Background: an optimization exercise with open tools, aiming at small area. Do not read the settings as production practice.
The RTL was checked by simulation tests, not by an equivalence proof against the original design.
Power and IR drop assume default switching activity. The flow treats the clock pin as an ideal source, which a real chip does not have.

==> flow/design.v <==
module router_fifo (input clock, resetn, soft_reset, write_enb, read_enb, tlfd,
                    input [7:0] data_in,
                    output full, empty,
                    output reg [7:0] data_out);
reg [8:0] mem [0:15];
reg [4:0] wp, rp;
function [4:0] step(input [4:0] p);
  step = p[4] ? 5'b00000 :
         p[3:0] == 4'b1000 ? 5'b10000 :
         {1'b0, p[2:0], p[3] ^ p[2] ^ (p[2:0] == 3'b000)};
endfunction
reg zero;
reg [5:0] cnt;
reg [8:0] rd;
integer i;
always @(*) begin
  rd = 9'd0;
  for (i = 0; i < 16; i = i + 1)
    rd = rd | (mem[i] & {9{rp[3:0] == i}});
end
always @(posedge clock)
  if (write_enb && !wp[4])
    mem[wp[3:0]] <= {tlfd, data_in};
always @(posedge clock)
  if (!resetn || soft_reset)
    wp <= 5'd0;
  else if (write_enb && !full)
    wp <= step(wp);
always @(posedge clock)
  if (!resetn || soft_reset) begin
    rp <= 5'd0;
    data_out <= 8'd0;
  end else if (zero && data_out != 8'd0)
    data_out <= 8'd0;
  else if (read_enb && !empty) begin
    rp <= step(rp);
    if (!rp[4])
      data_out <= rd[7:0];
  end
always @(posedge clock)
  if (!resetn || soft_reset)
    zero <= 1'b1;
  else if (read_enb && !empty) begin
    if (rd[8])
      zero <= 1'b0;
    else if (cnt == 6'd0)
      zero <= 1'b1;
  end
always @(posedge clock)
  if (read_enb && !empty) begin
    if (rd[8])
      cnt <= rd[7:2];
    else
      cnt <= cnt - 6'd1;
  end
assign full  = wp[4] && rp == 5'd0;    
assign empty = (rp == wp);
endmodule
module router_fsm (input clock, resetn, pkt_valid, parity_done,
                   input [1:0] data_in,
                   input soft_reset_0, soft_reset_1, soft_reset_2, fifo_full, low_pkt_valid,
                   input fifo_empty_0, fifo_empty_1, fifo_empty_2,
                   output busy, detect_add, ld_state, laf_state, full_state,
                   output write_enb_reg, rst_int_reg, lfd_state);
localparam DECODE_ADDRESS     = 3'b000,
           LOAD_FIRST_DATA    = 3'b001,
           LOAD_DATA          = 3'b010,
           FIFO_FULL_STATE    = 3'b011,
           LOAD_AFTER_FULL    = 3'b100,
           LOAD_PARITY        = 3'b101,
           CHECK_PARITY_ERROR = 3'b110,
           WAIT_TILL_EMPTY    = 3'b111;
reg [2:0] ste, nste;
reg [1:0] addr;    
always @(posedge clock)
  addr <= data_in;
always @(posedge clock)
  if (!resetn || soft_reset_0 || soft_reset_1 || soft_reset_2)
    ste <= DECODE_ADDRESS;
  else
    ste <= nste;
wire dest_empty = (data_in == 2'd0 && fifo_empty_0) || (data_in == 2'd1 && fifo_empty_1) ||
                  (data_in == 2'd2 && fifo_empty_2);
wire addr_empty = (addr == 2'd0 && fifo_empty_0) || (addr == 2'd1 && fifo_empty_1) ||
                  (addr == 2'd2 && fifo_empty_2);
always @(*)
  case (ste)
    DECODE_ADDRESS:     nste = !pkt_valid || data_in == 2'd3 ? DECODE_ADDRESS :
                               dest_empty ? LOAD_FIRST_DATA : WAIT_TILL_EMPTY;
    LOAD_FIRST_DATA:    nste = LOAD_DATA;
    LOAD_DATA:          nste = fifo_full ? FIFO_FULL_STATE : !pkt_valid ? LOAD_PARITY : LOAD_DATA;
    FIFO_FULL_STATE:    nste = fifo_full ? FIFO_FULL_STATE : LOAD_AFTER_FULL;
    LOAD_AFTER_FULL:    nste = parity_done ? DECODE_ADDRESS : low_pkt_valid ? LOAD_PARITY : LOAD_DATA;
    LOAD_PARITY:        nste = CHECK_PARITY_ERROR;
    CHECK_PARITY_ERROR: nste = fifo_full ? FIFO_FULL_STATE : DECODE_ADDRESS;
    default:            nste = addr_empty ? LOAD_FIRST_DATA : WAIT_TILL_EMPTY;
  endcase
assign detect_add    = (ste == DECODE_ADDRESS);
assign ld_state      = (ste == LOAD_DATA);
assign laf_state     = (ste == LOAD_AFTER_FULL);
assign full_state    = (ste == FIFO_FULL_STATE);
assign write_enb_reg = (ste == LOAD_DATA || ste == LOAD_PARITY || ste == LOAD_AFTER_FULL);
assign rst_int_reg   = (ste == CHECK_PARITY_ERROR);
assign lfd_state     = (ste == LOAD_FIRST_DATA);
assign busy          = !(ste == DECODE_ADDRESS || ste == LOAD_DATA);
endmodule
module router_reg (input clock, resetn, pkt_valid,
                   input [7:0] data_in,
                   input fifo_full, rst_int_reg, detect_add, ld_state, laf_state, full_state, lfd_state,
                   output reg parity_done, low_pkt_valid, err,
                   output reg [7:0] dout);
reg [7:0] ffb, intp;
reg perr, pw;
always @(posedge clock)
  if (detect_add || (ld_state && !fifo_full))
    dout <= data_in;
  else if (laf_state)
    dout <= ffb;
always @(posedge clock)
  if (detect_add)
    intp <= data_in;
  else if (pkt_valid && ld_state)
    intp <= intp ^ data_in;
always @(posedge clock)
  if (ld_state && !pkt_valid)
    perr <= (intp != data_in);
always @(posedge clock)
  if (detect_add)
    pw <= 1'b0;
  else if (ld_state && !pkt_valid)
    pw <= 1'b1;
always @(posedge clock)
  if (!resetn)
    ffb <= 8'd0;
  else if (fifo_full && ld_state)
    ffb <= data_in;
always @(posedge clock)
  parity_done <= !detect_add && laf_state && low_pkt_valid && !parity_done;
always @(posedge clock)
  if (!resetn || rst_int_reg)
    low_pkt_valid <= 1'b0;
  else if (ld_state && !pkt_valid)
    low_pkt_valid <= 1'b1;
always @(posedge clock)
  if (!resetn)
    err <= 1'b0;
  else if (rst_int_reg && (pw ? perr : intp != 8'd0))
    err <= 1'b1;
endmodule
module router_sync (input detect_add,
                    input [1:0] data_in,
                    input write_enb_reg, clock, resetn, read_enb_0, read_enb_1, read_enb_2,
                    input empty_0, empty_1, empty_2, full_0, full_1, full_2,
                    output [2:0] write_enb,
                    output fifo_full,
                    output reg soft_reset_0, soft_reset_1, soft_reset_2,
                    output vld_out_0, vld_out_1, vld_out_2);
reg [1:0] add;    
reg [4:0] count_0, count_1, count_2;
localparam [4:0] C1 = 5'b00001, C30 = 5'b01000;
function [4:0] lfsr(input [4:0] c);
  lfsr = {c[3:0], c[4] ^ c[2]};
endfunction
always @(posedge clock)
  if (detect_add)
    add <= data_in;
assign write_enb = write_enb_reg ? {add == 2'd2, add == 2'd1, add == 2'd0} : 3'b000;
assign fifo_full = (add == 2'd0 && full_0) || (add == 2'd1 && full_1) || (add == 2'd2 && full_2);
assign vld_out_0 = ~empty_0;
assign vld_out_1 = ~empty_1;
assign vld_out_2 = ~empty_2;
always @(posedge clock) begin
  count_0 <= (!vld_out_0 || read_enb_0 || count_0 == C30) ? C1 : lfsr(count_0);
  count_1 <= (!vld_out_1 || read_enb_1 || count_1 == C30) ? C1 : lfsr(count_1);
  count_2 <= (!vld_out_2 || read_enb_2 || count_2 == C30) ? C1 : lfsr(count_2);
  soft_reset_0 <= resetn && vld_out_0 && !read_enb_0 && count_0 == C30;
  soft_reset_1 <= resetn && vld_out_1 && !read_enb_1 && count_1 == C30;
  soft_reset_2 <= resetn && vld_out_2 && !read_enb_2 && count_2 == C30;
end
endmodule
module router_top2 (input clock, resetn, read_enb_0, read_enb_1, read_enb_2,
                    input [7:0] data_in,
                    input pkt_valid,
                    output [7:0] data_out_0, data_out_1, data_out_2,
                    output valid_out_0, valid_out_1, valid_out_2, error, busy);
wire [2:0] write_enb1;
wire [7:0] dt;
wire emt0, emt1, emt2, full_0, full_1, full_2, fifo_full;
wire soft_reset_0, soft_reset_1, soft_reset_2;
wire parity_done, low_pkt_valid, detect_add, ld_state, laf_state, full_state;
wire write_enb_reg, rst_int_reg, lfd_state;
reg tlfd;
always @(posedge clock)
  tlfd <= lfd_state;
router_fsm rfsm (clock, resetn, pkt_valid, parity_done, data_in[1:0], soft_reset_0, soft_reset_1,
                 soft_reset_2, fifo_full, low_pkt_valid, emt0, emt1, emt2, busy, detect_add,
                 ld_state, laf_state, full_state, write_enb_reg, rst_int_reg, lfd_state);
router_sync rsync (detect_add, data_in[1:0], write_enb_reg, clock, resetn, read_enb_0, read_enb_1,
                   read_enb_2, emt0, emt1, emt2, full_0, full_1, full_2, write_enb1, fifo_full,
                   soft_reset_0, soft_reset_1, soft_reset_2, valid_out_0, valid_out_1, valid_out_2);
router_reg rr (clock, resetn, pkt_valid, data_in, fifo_full, rst_int_reg, detect_add, ld_state,
               laf_state, full_state, lfd_state, parity_done, low_pkt_valid, error, dt);
router_fifo rf1 (clock, resetn, soft_reset_0, write_enb1[0], read_enb_0, tlfd, dt, full_0, emt0, data_out_0);
router_fifo rf2 (clock, resetn, soft_reset_1, write_enb1[1], read_enb_1, tlfd, dt, full_1, emt1, data_out_1);
router_fifo rf3 (clock, resetn, soft_reset_2, write_enb1[2], read_enb_2, tlfd, dt, full_2, emt2, data_out_2);
endmodule
==> flow/config.mk <==
export PLATFORM = sky130hd
export DESIGN_NAME = router_top2
export DESIGN_NICKNAME = router_top2
export VERILOG_FILES = /design/flow/design.v
export SDC_FILE = /design/flow/constraint.sdc
export NUM_CORES = 4
export LEC_CHECK = 0
export CAP_MARGIN = 0
export CORE_MARGIN = 2
export CORE_UTILIZATION = 70
export PLACE_DENSITY = 0.8
export SLEW_MARGIN = 0
==> flow/constraint.sdc <==
create_clock -name core_clock -period 5.0 [get_ports {clock}]
set_input_delay 1.0000 -clock core_clock [delete_from_list [all_inputs] [get_ports {clock}]]
set_output_delay 1.0000 -clock core_clock [all_outputs]
set_load 0.01 [all_outputs]
standard.sh (not shown) runs the stock make flow with config.mk's settings and CLKGATE_MAP_FILE= SYNTH_SCRIPT=/design/flow/synth_recipe.tcl, a recipe that flattens the netlist after the stock synthesis.
==> flow/flow/run.sh <==
#!/bin/bash
# The standard ORFS flow (the standard.sh), with:
#  - synthesis: the standard flow's script, but ABC maps for area (flow/area.abc), and
#    adders are left to ABC instead of ORFS's half/full-adder cells
#  - CTS without dummy loads, sink clusters of up to 30 on clkbuf_16,
#    clkbuf_8 above them
#  - port buffers (one per input and output, as standard) of the smallest
#    buffer cell
# Each tool's output goes to the ORFS logs under orfs/logs; make's output to
# standard.log.
set -euo pipefail
HERE=$PWD
export AREA_ABC_DIR=$HERE/flow
cat $HERE/flow/area_hook.tcl $HERE/synth_recipe.tcl > $HERE/area_synth.tcl
CTS="-sink_clustering_enable -repair_clock_nets -dont_use_dummy_load -sink_clustering_size 30 -sink_clustering_max_diameter 100 -buf_list {sky130_fd_sc_hd__clkbuf_8 sky130_fd_sc_hd__clkbuf_16} -sink_clustering_buffer sky130_fd_sc_hd__clkbuf_16 -root_buf sky130_fd_sc_hd__clkbuf_8 -tree_buf sky130_fd_sc_hd__clkbuf_8"
bash standard.sh SYNTH_SCRIPT=$HERE/area_synth.tcl ADDER_MAP_FILE= "CTS_ARGS=$CTS" "BUFFER_PORTS_ARGS=-buffer_cell sky130_fd_sc_hd__buf_1" finish > standard.log 2>&1
==> flow/flow/area.abc <==
&get -n
&st
&dch
&nf -p -C 32 -F 10 -R 1000
&put
==> flow/flow/area_hook.tcl <==
# Sourced before the standard flow's synthesis script: ABC maps the logic for area with
# area.abc (beside this file) instead of ORFS's speed script. Everything else
# in the synthesis is the standard flow's. Registers are mapped before ABC runs, and ABC
# does not touch them.
set ::area_abc_script [file join $::env(AREA_ABC_DIR) area.abc]
proc abc {args} {
  set i [lsearch -exact $args -script]
  if {$i >= 0} { lset args [expr {$i + 1}] $::area_abc_script }
  puts "area hook: abc $args"
  yosys abc {*}$args
}
The baseline ran to the end with no violations.
Edit:
--- a/flow/flow/run.sh
+++ b/flow/flow/run.sh
@@ -5 +5 @@
-#  - CTS without dummy loads, sink clusters of up to 30 on clkbuf_16,
+#  - CTS without dummy loads, sink clusters of up to 33 on clkbuf_16,
@@ -15 +15 @@
-CTS="-sink_clustering_enable -repair_clock_nets -dont_use_dummy_load -sink_clustering_size 30 -sink_clustering_max_diameter 100 -buf_list {sky130_fd_sc_hd__clkbuf_8 sky130_fd_sc_hd__clkbuf_16} -sink_clustering_buffer sky130_fd_sc_hd__clkbuf_16 -root_buf sky130_fd_sc_hd__clkbuf_8 -tree_buf sky130_fd_sc_hd__clkbuf_8"
+CTS="-sink_clustering_enable -repair_clock_nets -dont_use_dummy_load -sink_clustering_size 33 -sink_clustering_max_diameter 110 -buf_list {sky130_fd_sc_hd__clkbuf_8 sky130_fd_sc_hd__clkbuf_16} -sink_clustering_buffer sky130_fd_sc_hd__clkbuf_16 -root_buf sky130_fd_sc_hd__clkbuf_8 -tree_buf sky130_fd_sc_hd__clkbuf_8"
==> flow/flow/area.abc (replaced) <==
&get -n
&st
&dch
&nf -p -C 32 -F 10 -R 1000
&put
mfs2 -a
strash
&get -n
&dch
&nf -p -C 32 -F 10 -R 1000
&put
Worst setup slack degrades by 0.13 ns.
Cell area falls by 0.51%.
Die area falls by 0.34%.
Clock-buffer cell count drops by 1.
Wire length grows by 4.5%.
Fmax goes down by 3.4%.
Clock power stays flat.
Utilization is lower by 0.39 points.

port drivers added, routing unchanged:
The results above use ideal ports. As a check the final layouts listed here were re-extracted and re-timed, cells and wires unchanged.
Step 1 sets driving cells, clkbuf_16 on the clock port and buf_2 on the other inputs (assumed; they add their load-dependent delay and slew).
Step 2 adds t to the input delays and takes it off the output delays; t is the mean of the earliest and latest rising clock arrival at the registers after step 1. Input paths then give back, and output paths get back, about the clock's delay inside the block.
a / b / c = ideal ports / drivers / drivers and shift; a / b = the first two.
| run | shift t [ns] | slack for setup (ns) | worst hold slack (ns) |
|---|---|---|---|
| the first run | 0.677 | 1.289 / 1.241 / 1.346 | 0.468 / 0.468 / 0.468 |
| the second run | 0.650 | 1.160 / 1.113 / 1.315 | 0.458 / 0.458 / 0.458 |
After both steps every run listed still meets setup and hold.
